Source: an optimization exercise on an open RTL-to-GDS flow (aim: small area, a short achievable clock period and few clock cycles per item). Production flows keep margins and buffers that such runs may drop. Only simulation tests tie the RTL to the original design; equivalence was not proved. No activity file was given, so power comes from the tool's default toggle rates.

Setup of red:
==> flow/design.v (excerpt) <==
module top(clk, rst, start, i, socin1, socin2, socin3, socin4,
           socout1, socout2, socout3, socout4, outReady);
  input clk, rst, start, i;
  input socin1, socin2, socin3, socin4;
  output socout1, socout2, socout3, socout4;
  output reg outReady;
  reg [5:0] cnt;            
  reg [9:0] rt;             
  reg       colf;           
  reg [12:0] c;             
  reg [9:0]  tpos_lo;       
  reg [1:0]  tpos_hi;
  reg [1:0]  tcar;
  reg [12:0] tneg;          
  reg sh_c, sh_s, tpos_acc, tpos_fin, jcalc, first, r_init;
  reg m_s, m_n, m_p, horner, out_fix, out_sh;
  wire [12:0] c_n  = sh_c ? {i, c[12:1]} : c;
  wire        ng   = c[12];
  wire        ng_n = c_n[12];
  wire [9:0] sv1, sv2, sv3, sv4;      
  wire q1, q2, q3, q4;                
  wire o1, o2, o3, o4;                
  wire [9:0] all_m, g1, g2, g3, g4;
  genvar m;
  generate for (m = 0; m < 10; m = m + 1) begin : th
    if (m == 0) begin : m0
      assign g1[0] = |sv1[9:1]; assign g2[0] = |sv2[9:1];
      assign g3[0] = |sv3[9:1]; assign g4[0] = |sv4[9:1];
    end else if (m == 9) begin : m9
      assign g1[9] = sv1[9] & |sv1[8:0]; assign g2[9] = sv2[9] & |sv2[8:0];
      assign g3[9] = sv3[9] & |sv3[8:0]; assign g4[9] = sv4[9] & |sv4[8:0];
    end else begin : mm
      assign g1[m] = |sv1[9:m+1] | (sv1[m] & |sv1[m-1:0]);
      assign g2[m] = |sv2[9:m+1] | (sv2[m] & |sv2[m-1:0]);
      assign g3[m] = |sv3[9:m+1] | (sv3[m] & |sv3[m-1:0]);
      assign g4[m] = |sv4[9:m+1] | (sv4[m] & |sv4[m-1:0]);
    end
    assign all_m[m] = (g1[m] | !g1[0]) & (g2[m] | !g2[0]) & (g3[m] | !g3[0]) & (g4[m] | !g4[0]);
  end endgenerate
  wire [9:0] r0q = {10{first}} & rt & ~{rt[8:0], 1'b0};
  wire in_rec = (cnt >= 6'd13) & (cnt <= 6'd15);
  ...
Size in the first run: ~2,100 cells after synthesis, roughly 250 flip-flops, roughly 13 I/O pins, about 18,000 µm² of cells after synthesis.
make LEC_CHECK=0 CAP_MARGIN=20 CORE_MARGIN=2 CORE_UTILIZATION=40 PLACE_DENSITY=0.6 SETUP_SLACK_MARGIN=1.8 SLEW_MARGIN=20 finish   # period 5.0 ns
run.sh (not shown) runs the stock make flow with config.mk's settings and CLKGATE_MAP_FILE= SYNTH_SCRIPT=/design/flow/synth_recipe.tcl, a recipe that flattens the netlist after the stock synthesis.
Testbench counts of red, summed over its fixed seeds: cycles 21,091, items 512.
Here is what was changed in the inputs of blue compared with red.
Settings: putting CTS_CLUSTER_DIAMETER at 100 where nothing was set; putting CTS_CLUSTER_SIZE at 20 where nothing was set; swapping 1.8 for 1.7 in SETUP_SLACK_MARGIN.
Results
- blue vs red, cell with the largest stage delay on the worst path: a2111oi_4 vs dfxtp_4
- More vias were needed by red than by blue.
- Per the comparison of blue with red, cell area after placement was more or less identical; number of signal-net buffers in the layout fell 21%; critical path depth held steady; number of library cell types mapped by synthesis shows no meaningful change.
--- input diff blue..green ---
Settings: a change of CTS_CLUSTER_SIZE from 20 to 25.
Results
Between blue and green, the register share of the cell area does not differ in any meaningful way.
Sequential cell area in the final layout: green vs blue — no meaningful difference
Peak clock frequency supported by timing (higher): blue
Final instance area essentially unchanged between green and blue.
Between green and blue, the final wirelength figures differ only marginally.
#### Input delta (orange over green)
Settings: SETUP_SLACK_MARGIN now 2.0, was 1.7; CTS_CLUSTER_SIZE no longer set, was 25; CTS_CLUSTER_DIAMETER no longer set, was 100.
==> comparison <==
- On orange: flip-flop and latch share of the layout cell area is 3.1 points lower than what green gave.
- green -> orange: average vias per placed instance increased slightly
- orange vs green on signed area change from the synthesized netlist to the final layout: orange is the higher one.
- orange vs green: clock group share of total power up
- orange vs. green: static power due to leakage went up by about 14%.
- Compared with green, in orange global routing usage on met2 went up by 1.7 points; overall power of the completed layout has increased.
- In the reports for orange and green, the smaller final setup slack of the worst path belongs to green.
- Between orange and green, design area is higher for orange, green comes in under that.

---

The RTL this note starts from:
==> flow/design.v <==
module top(clk, rst, start, i, socin1, socin2, socin3, socin4,
           socout1, socout2, socout3, socout4, outReady);
  input clk, rst, start, i;
  input socin1, socin2, socin3, socin4;
  output socout1, socout2, socout3, socout4;
  output reg outReady;
  reg [5:0] cnt;            
  reg [9:0] rt;             
  reg       colf;           
  reg [12:0] c;             
  reg [9:0]  tpos_lo;       
  reg [1:0]  tpos_hi;
  reg [1:0]  tcar;
  reg [12:0] tneg;          
  reg sh_c, sh_s, tpos_acc, tpos_fin, jcalc, first, r_init;
  reg m_s, m_n, m_p, horner, out_fix, out_sh;
  wire [12:0] c_n  = sh_c ? {i, c[12:1]} : c;
  wire        ng   = c[12];
  wire        ng_n = c_n[12];
  wire [9:0] sv1, sv2, sv3, sv4;      
  wire q1, q2, q3, q4;                
  wire o1, o2, o3, o4;                
  wire [9:0] all_m, g1, g2, g3, g4;
  genvar m;
  generate for (m = 0; m < 10; m = m + 1) begin : th
    if (m == 0) begin : m0
      assign g1[0] = |sv1[9:1]; assign g2[0] = |sv2[9:1];
      assign g3[0] = |sv3[9:1]; assign g4[0] = |sv4[9:1];
    end else if (m == 9) begin : m9
      assign g1[9] = sv1[9] & |sv1[8:0]; assign g2[9] = sv2[9] & |sv2[8:0];
      assign g3[9] = sv3[9] & |sv3[8:0]; assign g4[9] = sv4[9] & |sv4[8:0];
    end else begin : mm
      assign g1[m] = |sv1[9:m+1] | (sv1[m] & |sv1[m-1:0]);
      assign g2[m] = |sv2[9:m+1] | (sv2[m] & |sv2[m-1:0]);
      assign g3[m] = |sv3[9:m+1] | (sv3[m] & |sv3[m-1:0]);
      assign g4[m] = |sv4[9:m+1] | (sv4[m] & |sv4[m-1:0]);
    end
    assign all_m[m] = (g1[m] | !g1[0]) & (g2[m] | !g2[0]) & (g3[m] | !g3[0]) & (g4[m] | !g4[0]);
  end endgenerate
  wire [9:0] r0q = {10{first}} & rt & ~{rt[8:0], 1'b0};
  wire in_rec = (cnt >= 6'd13) & (cnt <= 6'd15);
  wire init   = (cnt == 6'd15) & (!ng | ((rt == 10'd0) & !colf));
  wire itf    = in_rec & (rt != 10'd0) & !init;
  wire [5:0] cnt_n = (cnt == 6'd0) ? {5'd0, start} :
                     (cnt == 6'd15) ? (init ? 6'd24 : 6'd15) :
                     (cnt == 6'd48) ? 6'd0 : cnt + 6'd1;
  wire [9:0] rt_n = jcalc ? {1'b1, ~all_m[9:1]} : itf ? {rt[8:0], 1'b0} : rt;
  wire colf_n = itf;
  wire in_rec_n = (cnt_n >= 6'd13) & (cnt_n <= 6'd15);
  wire rcnz_n   = jcalc | (itf ? |rt[8:0] : |rt);
  wire init_n   = (cnt_n == 6'd15) & (!ng_n | (!rcnz_n & !colf_n));
  wire itf_n    = in_rec_n & rcnz_n & !init_n;
  always @(posedge clk) begin
    rt       <= rt_n;
    colf     <= colf_n;
  end
  always @(posedge clk) begin
    if (rst) begin
      cnt <= 6'd0;
      {sh_c, sh_s, tpos_acc, tpos_fin, jcalc, first, r_init} <= 7'd0;
      {m_s, m_n, m_p, horner, out_fix, out_sh, outReady} <= 7'd0;
    end else begin
    cnt      <= cnt_n;
    sh_c     <= (cnt_n >= 6'd2)  & (cnt_n <= 6'd14);
    sh_s     <= (cnt_n >= 6'd2)  & (cnt_n <= 6'd11);
    tpos_acc <= (cnt_n >= 6'd3)  & (cnt_n <= 6'd12);
    tpos_fin <= (cnt_n == 6'd12);
    jcalc    <= (cnt_n == 6'd12);
    r_init   <= init_n;
    first    <= jcalc;
    m_s      <= itf_n;
    m_n      <= ng_n & (cnt_n >= 6'd15) & !itf_n;
    m_p      <= !ng_n & (cnt_n >= 6'd15);
    horner   <= (cnt_n >= 6'd24) & (cnt_n <= 6'd35);
    out_fix  <= (cnt_n == 6'd36);
    out_sh   <= (cnt_n >= 6'd37) & (cnt_n <= 6'd47);
    outReady <= (cnt_n >= 6'd36) & (cnt_n <= 6'd47);
    end
  end
  always @(posedge clk) c <= c_n;
  wire [2:0] ssum = sv1[9] + sv2[9] + sv3[9] + sv4[9] + tcar;
  always @(posedge clk) begin
    if (sh_c & !tpos_acc) tcar <= 2'd0;
    else if (tpos_acc) begin
      tcar <= ssum[2:1];
      tpos_lo <= {ssum[0], tpos_lo[9:1]};
      if (tpos_fin) tpos_hi <= ssum[2:1];
    end
  end
  wire [2:0] pc  = q1 + q2 + q3 + q4;
  wire [2:0] pco = o1 + o2 + o3 + o4;
  reg [12:0] tinit;         
  integer b;
  always @(*) begin
    tinit = 13'd0;
    for (b = 0; b < 10; b = b + 1)
      tinit = tinit | (({10'd0, pco} << b) & {13{r0q[b]}});
  end
  wire [12:0] tsum;
  PADD #(12) tadd(.a(tneg[11:0]), .b({10'd0, pc[2:1]}), .ci(1'b0), .s(tsum[12:1]), .co());
  assign tsum[0] = pc[0];
  always @(posedge clk) begin
    if (first) tneg <= tinit;
    else if (colf) tneg <= tsum;
  end
  wire [12:0] T = ({13{m_n}} & tneg) | ({13{m_p}} & {1'b0, tpos_hi, tpos_lo});
  UNIT u1(clk, socin1, sh_s, jcalc, first, r0q, r_init, colf, m_s, horner, out_fix, out_sh, ng, c, T, sv1, q1, o1, socout1);
  UNIT u2(clk, socin2, sh_s, jcalc, first, r0q, r_init, colf, m_s, horner, out_fix, out_sh, ng, c, T, sv2, q2, o2, socout2);
  UNIT u3(clk, socin3, sh_s, jcalc, first, r0q, r_init, colf, m_s, horner, out_fix, out_sh, ng, c, T, sv3, q3, o3, socout3);
  UNIT u4(clk, socin4, sh_s, jcalc, first, r0q, r_init, colf, m_s, horner, out_fix, out_sh, ng, c, T, sv4, q4, o4, socout4);
endmodule
module UNIT(clk, sin, sh_s, jcalc, first, r0, r_init, qcol, m_s, horner, out_fix, out_sh, ng, c, T,
            s, qr, one, out);
  input clk, sin, sh_s, jcalc, first, r_init, qcol, m_s, horner, out_fix, out_sh, ng;
  input [9:0] r0;
  input [12:0] c;
  input [12:0] T;
  output [9:0] s;
  output qr, out;
  output reg one;           
  reg [24:0] S;             
  reg [13:0] R;             
  assign s = S[24:15];
  reg    valq;              
  always @(posedge clk) if (jcalc) begin one <= (s == 10'd1); valq <= |s[9:1]; end
  assign out = S[11];
  wire q  = !R[13];                   
  assign qr = q & valq;
  wire [12:0] M   = ({13{m_s}} & {3'b000, s}) | T;
  wire [10:0] w   = ng ? {one, S[9:0]} : {1'b0, s};
  wire [13:0] X   = r_init ? {3'b000, w} : {R[12:0] | {3'b000, r0}, 1'b0};
  wire        sub = r_init | q;
  wire [13:0] Rn;
  PADD #(14) radd(.a(X), .b({1'b0, M} ^ {14{sub}}), .ci(sub), .s(Rn), .co());
  always @(posedge clk) R <= jcalc ? 14'd0 : Rn;
  reg  [1:0]  d;
  reg         sp;
  wire [14:0] lo;
  PADD #(14) ladd(.a({1'b0, S[12:0]}), .b({2'b00, c[12:1] & {12{q}}}), .ci(1'b0), .s(lo[14:1]), .co());
  assign lo[0] = c[0] & q;
  wire [11:0] e   = sp ? ((d == 2'd0) ? 12'hfff : {10'd0, d - 2'd1}) : {10'd0, d};
  wire [11:0] hx;
  PADD #(12) hadd(.a(S[24:13]), .b(e), .ci(1'b0), .s(hx), .co());
  always @(posedge clk) begin
    if (r_init) begin d <= 2'd0; sp <= 1'b0; end
    else if (horner) begin d <= lo[14:13]; sp <= q & c[12]; end
  end
  always @(posedge clk) begin
    if (horner) S[24:15] <= hx[10:1];
    else if (sh_s) S[24:15] <= {sin, S[24:16]};
    else if (r_init) S[24:15] <= 10'd0;
    else if (out_fix) S[24:15] <= {hx[11], hx[11:3]};
    else if (out_sh) S[24:15] <= {S[24], S[24:16]};
  end
  always @(posedge clk) begin
    if (horner) S[14:0] <= {hx[0], 1'b0, lo[12:0]};
    else if (r_init) S[14:0] <= 15'd0;
    else if (first) S[14:0] <= {S[15:11], 10'd0};
    else if (qcol) S[14:0] <= {S[15:11], S[8:0], qr};
    else if (out_fix) S[14:0] <= {hx[2:0], S[12:1]};
    else S[14:0] <= S[15:1];
  end
endmodule
module PADD #(parameter N = 8, parameter L = 4) (a, b, ci, s, co);    
  input  [N-1:0] a, b;
  input  ci;
  output [N-1:0] s;
  output co;
  wire [N:0] g [0:L];
  wire [N:0] p [0:L];
  assign g[0][0] = ci;
  assign p[0][0] = 1'b0;
  assign g[0][N:1] = a & b;
  assign p[0][N:1] = a ^ b;
  genvar l, i;
  generate for (l = 0; l < L; l = l + 1) begin : lv
    for (i = 0; i <= N; i = i + 1) begin : cl
      if (((i >> l) & 1) == 1) begin : mrg
        localparam J = ((i >> l) << l) - 1;
        if (J < (1 << l)) begin : gray
          PG_G u(.gh(g[l][i]), .ph(p[l][i]), .gl(g[l][J]), .g(g[l+1][i]));
          assign p[l+1][i] = 1'b0;
        end else begin : black
          PG_B u(.gh(g[l][i]), .ph(p[l][i]), .gl(g[l][J]), .pl(p[l][J]), .g(g[l+1][i]), .p(p[l+1][i]));
        end
      end else begin : pass
        assign g[l+1][i] = g[l][i];
        assign p[l+1][i] = p[l][i];
      end
    end
  end endgenerate
  assign s  = p[0][N:1] ^ g[L][N-1:0];
  assign co = g[L][N];
endmodule
module PG_G(gh, ph, gl, g);
  input gh, ph, gl;
  output g;
  assign g = gh | (ph & gl);
endmodule
module PG_B(gh, ph, gl, pl, g, p);
  input gh, ph, gl, pl;
  output g, p;
  assign g = gh | (ph & gl);
  assign p = ph & pl;
endmodule
==> flow/config.mk <==
export PLATFORM = sky130hd
export DESIGN_NAME = top
export DESIGN_NICKNAME = top
export VERILOG_FILES = /design/flow/design.v
export SDC_FILE = /design/flow/constraint.sdc
export NUM_CORES = 4
export LEC_CHECK = 0
export CAP_MARGIN = 20
export CORE_MARGIN = 2
export CORE_UTILIZATION = 40
export CTS_CLUSTER_DIAMETER = 100
export CTS_CLUSTER_SIZE = 20
export GPL_TIMING_DRIVEN = 0
export PLACE_DENSITY = 0.6
export SETUP_SLACK_MARGIN = 1.7
export SLEW_MARGIN = 20
==> flow/constraint.sdc <==
create_clock -name core_clock -period 5.0 [get_ports {clk}]
set_input_delay 1.0000 -clock core_clock [delete_from_list [all_inputs] [get_ports {clk}]]
set_output_delay 1.0000 -clock core_clock [all_outputs]
set_load 0.01 [all_outputs]
Testbench counts at the start, summed over its fixed seeds: cycles 21,091, items 512.
Change:
GPL_TIMING_DRIVEN = not set   (was 0)
SETUP_SLACK_MARGIN = 1.6   (was 1.7)
After rerunning:
- global-route usage came out lower by 3.0 points
- worst setup slack is worse by 0.025 ns
- wire length drops by roughly a tenth
- non-clock buffer count fell by 100
Change:
CTS_CLUSTER_DIAMETER = not set   (was 100)
CTS_CLUSTER_SIZE = not set   (was 20)
SETUP_SLACK_MARGIN = 1.9   (was 1.6)
Outcome: Total power rose by about 14%. Maximum frequency rises by about 5.4%. Global-route usage rises by 0.33 points. Count of clock-buffer cells in the layout rises by 19. Clock power came out higher by 46%. Setup slack gains 0.17 ns. Core utilization rises by 4.0 points.
Change:
CTS_CLUSTER_DIAMETER = 70   (was not set)
CTS_CLUSTER_SIZE = 25   (was not set)
SETUP_SLACK_MARGIN = 1.7   (was 1.9)
After rerunning: The new run finished with timing, DRC and antenna clean. Cell count drops by a few percent. Worst hold slack gets better by 0.0065 ns. Sequential power hardly moves. Worst setup slack gets worse by 0.036 ns. Maximum frequency drops slightly. Design area drops by a few percent. Area after synthesis does not change. Global-route usage drops by 0.19 points. Power drops by a few percent.
Change:
CTS_CLUSTER_DIAMETER = not set   (was 70)
CTS_CLUSTER_SIZE = not set   (was 25)
SETUP_SLACK_MARGIN = 1.4   (was 1.7)
What happened: Via count falls by about 2%; clock power falls by about 7%; flip-flop and latch count does not change; first-iteration DRC count rises by about 2.3%; cell count falls by 1.3%.
Change:
CAP_MARGIN = 5   (was 20)
SETUP_SLACK_MARGIN = 1.8   (was 1.4)
SLEW_MARGIN = 5   (was 20)
Critical path depth shrinks by 2.
Synthesized cell count does not change.
Die area is unchanged.
Final area rose by 5.7%.
Count of clock-buffer cells in the layout came out higher by 9.
Global-route usage goes up by 0.81 points.
Via count rose by 2.8%.
Register-to-register slack improved by 0.34 ns.
Combinational power went up by 12%.
Total power rises by 5.5%.

==> port drivers added, routing unchanged <==
The flow's constraints put no driver on any port. The routed layouts listed below were extracted and timed again, unchanged, in two steps. Step 1 assumes that a clkbuf_16 drives the clock port and a buf_2 every other input. Step 2 times the ports against the registers' clock, not the clock port: input delays grow and output delays shrink by t, the midpoint of the rising clock arrivals with the driver on. a / b / c = no drivers / after step 1 / after step 2; a / b = the first two.
run	t, ns	setup slack, ns	slew at the worst register clock pin (ns)
red	0.629	1.872 / 1.872 / 1.872	0.06 / 0.06
blue	0.582	1.799 / 1.799 / 1.799	0.11 / 0.11
green	0.577	1.780 / 1.780 / 1.780	0.12 / 0.12
orange	0.637	1.916 / 1.916 / 1.916	0.07 / 0.07
the first run of note 2	0.579	1.696 / 1.696 / 1.696	0.10 / 0.10
the second run of note 2	0.591	1.671 / 1.671 / 1.671	0.10 / 0.10
the third run of note 2	0.637	1.841 / 1.841 / 1.841	0.06 / 0.06
the fourth run of note 2	0.640	1.805 / 1.805 / 1.805	0.09 / 0.09
the fifth run of note 2	0.635	1.529 / 1.529 / 1.529	0.06 / 0.06
the sixth run of note 2	0.629	1.872 / 1.872 / 1.872	0.06 / 0.06
After both steps every run listed still meets setup and hold.
